What follows belongs to an exercise in optimizing a design on an open flow for small area, a short achievable clock period and few clock cycles; a production flow would make more cautious choices. Where RTL was checked, it was by simulation tests only, not by an equivalence proof against the original. No functional check of the RTL was part of runs 2 and 3.

==> flow/design.v (outline; a module is shown in full before it is edited, if it fits) <==
// module exponent: 2926 lines
module exponent (clock, reset_n, enable, x, a, p, ready);
  // ...
==> flow/run.sh <==
#!/bin/bash
# synth_recipe.tcl (not shown) runs the flow's synth.tcl, then flattens the netlist and writes it again
# the make line also repeats each setting of config.mk as NAME=value (left out here)
make -C /OpenROAD-flow-scripts/flow DESIGN_CONFIG=/design/flow/config.mk WORK_HOME=/design/flow/orfs CLKGATE_MAP_FILE= SYNTH_SCRIPT=/design/flow/synth_recipe.tcl finish
==> flow/config.mk <==
export PLATFORM = sky130hd
export DESIGN_NAME = exponent
export DESIGN_NICKNAME = exponent
export VERILOG_FILES = /design/flow/design.v
export SDC_FILE = /design/flow/constraint.sdc
export NUM_CORES = 4
export LEC_CHECK = 0
export ABC_CLOCK_PERIOD_IN_PS = 5000
export CAP_MARGIN = 20
export CORE_MARGIN = 2
export CORE_UTILIZATION = 40
export PLACE_DENSITY = 0.6
export SETUP_SLACK_MARGIN = 3.5
export SLEW_MARGIN = 20
==> flow/constraint.sdc <==
create_clock -name core_clock -period 10.0 [get_ports {clock}]
set_input_delay 2.0000 -clock core_clock [delete_from_list [all_inputs] [get_ports {clock}]]
set_output_delay 2.0000 -clock core_clock [all_outputs]
set_load 0.01 [all_outputs]
==> impl_metrics.tcl, run 1 <==
set metrics [dict create \
    overflow 0 \
    synth_top_family_by_area "adder cells" \
    critPathTopFamily "adder cells" \
    final_util_pct 47.8 \
    largest_reg_flops 32 \
    yosys.area.top_type "fa_1" \
    critical_path_cell_count 20 \
    status "no timing/DRC/antenna violations" \
    dpl.cell_count 3297 \
    critPathMostFrequentCell "fa_1" \
    hold_violations 0 \
    clk_pin_slew_ns 0.08 \
    globalRouteTotalUtil_pct 28.5 \
    start_util_pct 40.5 \
    reg2reg_to "b[31]$_DFF_P_" \
    end_kind "flip-flop" \
    clock_area_share_pct 1.14 \
    synth_area_leaders "fa_1 (45%), and2_1 (8.7%), inv_1 (8.4%)" \
    grt_pass1_wl_um 126000 \
    rr_worst_depth 20 \
    buffers_excl_clock 284 \
    async_flop_share_pct 0 \
    cap_violations 0 \
    regArea_um2 2260 \
    first_pass_iters 6 \
    hold_class "flip-flop to flip-flop" \
    buf_share_pct 10.2 \
    ant_nets 0 \
    nNonClkInverters 528 \
    yosysSeqAreaShare_pct 9.57 \
    die_y_um 246 \
    placed_cell_area_um2 25400 \
    grt_max_degree 59 \
    fin_setup_tns_ns 0 \
    regMostFlops "p" \
    fin_skew_ns 0.0132 \
    maxSlewViolCount 0 \
    drtIter0Drc 1783 \
    whs_path_depth 1 \
    endpoint "b[31]$_DFF_P_" \
]
Testbench counts, summed over its fixed seeds: cycles 3,115.
==> run 2, diff against run 1 <==
--- a/flow/design.v
+++ b/flow/design.v
@@ -2,17 +2,19 @@
 module exponent (clock, reset_n, enable, x, a, p, ready);
     input logic clock, reset_n, enable;
     input logic [31:0] x, a;
     output logic [31:0] p;
     output logic ready;
     logic [31:0] b;       
     logic [30:0] e;       
     logic busy;
-    wire [31:0] s = busy ? b : x;
+    wire [31:0] s = b | (x & {32{~busy}});
+    wire last = (e[30:1] == 31'd0);
+    wire keep = reset_n & (busy ? ~last : (ready & enable));
     wire [31:0] sq;       
     wire [31:0] pr;       
     wire sq_1;
     wire sq_2;
     wire sq_3;
     wire sq_4;
     wire sq_5;
     wire sq_6;
@@ -2898,26 +2900,26 @@
     assign pr[25] = pm_p0_25 ^ pm_g5_24;
     assign pr[26] = pm_p0_26 ^ pm_g5_25;
     assign pr[27] = pm_p0_27 ^ pm_g5_26;
     assign pr[28] = pm_p0_28 ^ pm_g5_27;
     assign pr[29] = pm_p0_29 ^ pm_g5_28;
     assign pr[30] = pm_p0_30 ^ pm_g5_29;
     assign pr[31] = pm_p0_31 ^ pm_g5_30;
     always @(posedge clock) begin
-        b <= sq;
+        b <= sq & {32{keep}};
         e <= busy ? (e >> 1) : a[31:1];
     end
     always @(posedge clock) begin
         if (!reset_n) begin
             busy <= 1'b0;
             ready <= 1'b0;
         end else if (busy) begin
             if (e[0]) p <= pr;
-            if (e[30:1] == 31'd0) begin
+            if (last) begin
                 busy <= 1'b0;
                 ready <= 1'b1;
             end
         end else if (!ready) begin
             ready <= 1'b1;
         end else if (enable) begin
             ready <= 1'b0;
             busy <= 1'b1;
==> flow/config.mk (replaced) <==
export PLATFORM = sky130hd
export DESIGN_NAME = exponent
export DESIGN_NICKNAME = exponent
export VERILOG_FILES = /design/flow/design.v
export SDC_FILE = /design/flow/constraint.sdc
export NUM_CORES = 4
export LEC_CHECK = 0
export CAP_MARGIN = 20
export CORE_MARGIN = 2
export CORE_UTILIZATION = 40
export PLACE_DENSITY = 0.6
export SLEW_MARGIN = 20
==> impl_metrics.tcl, run 2 <==
set metrics [dict create \
    status "no timing/DRC/antenna violations" \
    synth_flop_cell "dfxtp_1" \
    synth-seq-cells 96 \
    clk_latency_ns 0.35 \
    ctsLongestPathBuffers 2 \
    synth_area_leaders "fa_1 (45%), inv_1 (8.0%), and2_1 (7.9%)" \
    htreeDepth 3 \
    grt_setup_unrepaired "no" \
    cts_sinks 96 \
    vias 17772 \
    dpl.cell_count 3319 \
    synth.top_cell.area_share_pct 45.5 \
    slowest_delay_ns 0.53 \
    yosysSeqAreaShare_pct 9.68 \
    final_cell_mix "fa_1 (526), inv_1 (495), and2_1 (293)" \
    yosys.area.top_type "fa_1" \
    grt_pass1_vias 19444 \
    hold_class "flip-flop to flip-flop" \
    grt_max_degree 44 \
    placed_cell_area_um2 25100 \
    overflow 0 \
    fmax_ghz 0.131 \
    r2r_setup_slack_ns 2.69 \
    vias_per_cell 5.33 \
    fin_crit_sh_pct 76.4 \
    end_kind "flip-flop" \
    synth.most_common_cell "fa_1" \
    post_route_cells_drive_above_1_share_pct 5.06 \
    crit_path_cell_trace "clkdlybuf4s50_1 > a21o_1 > clkinv_1 > nor2_1 > fa_1 > fa_1 > fa_1 > fa_1 > ha_1 > and3_1 > nor2b_1 > a221oi_1 > nand3_1 > nand3_1 > a21oi_1 > nor3_1 > a21oi_1 > nor3_1" \
    fin_setup_tns_ns 0 \
    postCtsSetupRepairBufs 0 \
    fin_area_um2 25400 \
    portBuffers 99 \
    maxSlewViolCount 0 \
    crit_type "primary input to flip-flop" \
    slew_headroom_pct 26.1 \
    crit_arrival_ns 7.91 \
    final_common_cell "fa_1" \
    syn_area_um2 23200 \
    instances_no_fill 3335 \
    synthTopCellsByCount "fa_1 (526), inv_1 (495), and2_1 (293)" \
    regMostFlops "p" \
    cts_tree "built" \
    hold_ws_ns 0.486 \
    synthCells 2518 \
    first_pass_iters 6 \
    globalplace.congestion 0.944 \
    reg.largest.list "p x32, b x31, e x31" \
    numCtsBuffers 9 \
    worstPathMaxFanout 9 \
    hold_buffers 0 \
    wire_per_inst_um 23.2 \
    placementRows 88 \
    area_delta_synth_final_pct 9.83 \
    critPathMostFrequentCell "fa_1" \
    synth-edff-count 32 \
    grt_pass1_wl_um 119000 \
    finalSetupViolations 0 \
    largest_reg_flops 32 \
    coreArea_um2 57500 \
    root_buffer "clkbuf_16" \
    ys.warnings.count 1 \
    start_util_pct 40.3 \
    startpoint_type "primary input" \
    slowest_stage "fa_1" \
    async_flop_share_pct 0 \
    drc 0 \
    die-width_um 245 \
    ant_nets 0 \
    dieArea_um2 59800 \
    synth_fp_nets 3221 \
    drt-total-wl_um 77400 \
    drtIter0Drc 1729 \
    tightest_slew_ns 1.11 \
    die_y_um 245 \
    antenna_found_initial 4 \
    ctsResizeCount 0 \
    hpwl_um 58400 \
    pin_count 100 \
    hold_violations 0 \
    layout.nets 3268 \
    clk_pin_slew_ns 0.07 \
    yosysUniqueCellTypes 53 \
    avgSynthCellArea_um2 9.20 \
    fin_skew_ns 0.00856 \
    fin_crit_ns 7.64 \
    cap_violations 0 \
    globalRouteTotalUtil_pct 26.7 \
    worstPathRequired_ns 10.27 \
]
## run 2: path summary, 6_finish.rpt
kind	cells after the start	startpoint	end
min	1	e[20]$_DFF_P_	e[19]$_DFF_P_
max	18	x[15]	b[30]$_DFF_P_
min reg2reg	1	e[20]$_DFF_P_	e[19]$_DFF_P_
max reg2reg	19	b[8]$_DFF_P_	p[30]$_DFFE_PP_
## run 2: cell families after synthesis
kind of cell / synth area share [%]
simple gates: 17.4
mux: 1.46
compound gates: 4.99
buf+inv: 10.2
flops: 9.68
fa+ha+maj: 51.4
xor+xnor: 4.82
## run 2: worst max-delay path: cells and delay by family
| family | cells | cell delay [ns] |
|---|---|---|
| buffers and inverters | 2 | 0.94 |
| adders and majority gates | 5 | 2.24 |
| and+or+nand+nor | 7 | 1.61 |
| AOI/OAI and AO/OA | 4 | 1.11 |
## run 2: stage by stage
step | utilization, % | setup WS (ns)
CTS | 44.2 | 2.46
floorplan | - | 3.18
global placement | 43.7 | 2.20
finish | 44.2 | 2.36
detailed placement | 43.7 | 2.11
global route | 44.2 | 2.17
## run 2: final cells by class
cell class,count,area (um^2)
diodes,1,2.50
clock inverters,5,60.1
clock buffers,10,250
well taps,765,957
inverters,504,1890
multi-input cells,1795,18600
flip-flops and latches,96,2240
repair buffers,159,1440
fillers,5606,32000
## run 2: layer usage
layer	GRT usage, %	routed length (um)	vias to the layer above
li1	-	-	7535
met3	5.44	7700	189
met4	9.88	3150	2
met1	35.6	30900	9149
met5	0	13	-
met2	42.9	35600	897
==> run 3, diff against run 2 <==
--- a/flow/config.mk
+++ b/flow/config.mk
@@ -11,2 +11,3 @@
 export PLACE_DENSITY = 0.6
+export SETUP_SLACK_MARGIN = 3.5
 export SLEW_MARGIN = 20
==> impl_metrics.tcl, run 3 <==
set metrics [dict create \
    drc 0 \
    root_buffer "clkbuf_16" \
    synthTopCellsByCount "fa_1 (526), inv_1 (495), and2_1 (293)" \
    synth_flop_cell "dfxtp_1" \
    instances_no_fill 3472 \
    hold_class "flip-flop to flip-flop" \
    wire_per_inst_um 25.0 \
    multiInputGateArea_um2 19300 \
    antenna_found_initial 6 \
    crit_type "primary input to flip-flop" \
    fin_skew_ns 0.00739 \
    globalplace.congestion 1.00 \
    die_y_um 245 \
    dieArea_um2 59800 \
    reg2reg_to "b[31]$_DFF_P_" \
    endpoint "b[31]$_DFF_P_" \
    finalSetupViolations 0 \
    pin_count 100 \
    regArea_um2 2270 \
    layout.nets 3402 \
    syn_area_um2 23200 \
    drt-total-wl_um 86800 \
    largest_reg_flops 32 \
    start_util_pct 40.3 \
    ctsLongestPathBuffers 2 \
    crit_arrival_ns 6.86 \
    synth-seq-cells 96 \
    status "no timing/DRC/antenna violations" \
    globalRouteTotalUtil_pct 29.3 \
    clk_latency_ns 0.36 \
    hpwl_um 59100 \
    grt_setup_unrepaired "yes" \
    regMostFlops "p" \
    synthCells 2518 \
    timing.rr.start "busy$_SDFF_PN0_" \
    startpoint_type "primary input" \
    fin_crit_ns 6.65 \
    rr_worst_depth 24 \
    async_flop_share_pct 0 \
    route.met3.wl_um 9820 \
    place_ws_ns 2.00 \
    synth.top_cell.area_share_pct 45.5 \
    portBuffers 99 \
    r2r_setup_slack_ns 3.51 \
    vias 18865 \
    met1_length_um 32700 \
    grt_pass1_wl_um 129000 \
    cts_tree "built" \
    hold_violations 0 \
    overflow 0 \
    numCtsBuffers 9 \
    synth-edff-count 32 \
    worstPathRequired_ns 10.21 \
    cts_sinks 96 \
    met2_length_um 39300 \
    ant_nets 0 \
    slew_headroom_pct 35.6 \
    yosysUniqueCellTypes 53 \
    grt_pass1_vias 20675 \
    reg.largest.list "p x32, b x31, e x31" \
    drtIter0Drc 1665 \
    fmax_ghz 0.150 \
    yosysSeqAreaShare_pct 9.68 \
    grt_max_degree 50 \
    avgSynthCellArea_um2 9.20 \
    fin_crit_sh_pct 66.5 \
    worst_slack_ns 3.35 \
    first_pass_iters 7 \
    ys.warnings.count 1 \
    clk_pin_slew_ns 0.07 \
    htreeDepth 3 \
    cap_violations 0 \
    vias_per_cell 5.43 \
    worstPathMaxFanout 9 \
    fin_setup_tns_ns 0 \
    die-width_um 245 \
    synth.most_common_cell "fa_1" \
    highest_layer "met5" \
    end_kind "flip-flop" \
    num-fill-cells 5392 \
    post_route_cells_drive_above_1_share_pct 15.2 \
    final_cell_mix "fa_1 (504), inv_1 (482), and2_1 (291)" \
    startpoint "x[15]" \
    coreArea_um2 57500 \
    maxSlewViolCount 0 \
    synth_fp_nets 3221 \
    placementRows 88 \
    area_delta_synth_final_pct 19.6 \
    yosys.area.top_type "fa_1" \
    final_common_cell "fa_1" \
    tightest_slew_ns 0.963 \
    synth_area_leaders "fa_1 (45%), inv_1 (8.0%), and2_1 (7.9%)" \
    final_util_pct 48.2 \
    dpl.cell_count 3314 \
]
run 3: metal layers:
metal,vias up,track usage [%]
met2,1109,46.2
met1,9617,37.7
met3,305,7.24
li1,7832,-
met5,-,0
met4,2,14.0
run 3: what timing repair did:
item,in CTS,in global routing
setup buffers,99,27
hold buffers,0,0
gates cloned,7,5
hold endpoints to repair,0,0
pin swaps,43,73
endpoints found under the setup margin,28,21
resized for setup,202,143
run 3: cell type report:
class	count	share of cell area, %
Tap cell	765	3.46
Antenna cell	3	0.0271
Multi-Input combinational cell	1801	69.7
Clock inverter	6	0.185
Timing Repair Buffer	287	10.6
Inverter	504	7.01
Clock buffer	10	0.827
Sequential cell	96	8.20
run 3: cells by family (layout without fill, tap and decap cells):
family / after synthesis / after routing / share of synthesized area [%]
AO/OA/AOI/OAI: 175 / 181 / 4.99
flip-flops: 96 / 96 / 9.68
adder cells (fa/ha/maj): 636 / 636 / 51.4
buffers and inverters: 627 / 807 / 10.2
multiplexers: 30 / 30 / 1.46
XOR/XNOR: 125 / 125 / 4.82
AND/OR/NAND/NOR: 829 / 829 / 17.4
other: 0 / 3 / 0
run 3: worst max-delay path, cell delays in order:
cell	delay (ns)
clkdlybuf4s15_1	0.28
a21o_4	0.18
clkinv_4	0.13
fa_1	0.56
inv_1	0.05
fa_1	0.50
inv_1	0.06
fa_1	0.53
inv_1	0.05
fa_1	0.54
inv_1	0.07
fa_2	0.38
xor2_1	0.15
xnor2_1	0.17
xnor2_1	0.15
xnor2_1	0.10
xnor2_1	0.27
xnor3_1	0.30
xnor2_2	0.19
xnor2_1	0.13
nor2_1	0.05
run 3: worst min path at each step:
stage | startpoint | to | cells past startpoint
after detailed placement | e[3]$_DFF_P_ | e[2]$_DFF_P_ | 1
after global routing | e[9]$_DFF_P_ | e[8]$_DFF_P_ | 1
after CTS | e[3]$_DFF_P_ | e[2]$_DFF_P_ | 1
after floorplan | e[28]$_DFF_P_ | e[27]$_DFF_P_ | 1
final | e[3]$_DFF_P_ | e[2]$_DFF_P_ | 1
after global placement | e[16]$_DFF_P_ | e[15]$_DFF_P_ | 1
run 3: metrics by stage:
step                      hold WS (ns)  area, um^2
final                            0.485       27700
after global routing             0.500       27700
after CTS                        0.491       26800
after detailed placement         0.474       25100
after global placement           0.467       25100
after floorplan                  0.457       23200

-- static timing again, ports no longer ideal --
No port has a modelled driver above. Below, the same layouts with a new extraction and two added sets of constraints. Step 1 assumes that a clkbuf_16 drives the clock port and a buf_2 every other input. Step 2 also shifts input and output timing later by t, the mid clock arrival at the registers, as if the neighbouring blocks saw the same clock. Slacks: ideal / step 1 / step 2; pairs: ideal / step 1.
| run | shift t [ns] | setup WS [ns] | worst hold slack (ns) | latest minus earliest clock arrival (ns) |
|---|---|---|---|---|
| run 1 | 0.420 | 3.480 / 3.489 / 3.069 | 0.487 / 0.487 / 0.487 | 0.013 / 0.014 |
| run 2 | 0.395 | 2.360 / 2.375 / 1.980 | 0.486 / 0.486 / 0.486 | 0.008 / 0.008 |
| run 3 | 0.395 | 3.349 / 3.365 / 2.970 | 0.485 / 0.485 / 0.485 | 0.007 / 0.007 |
After both steps every run listed still meets setup and hold. For run 1, which loses most, drivers alone change the setup slack by +0.009 ns; drivers and shift together by -0.411 ns.
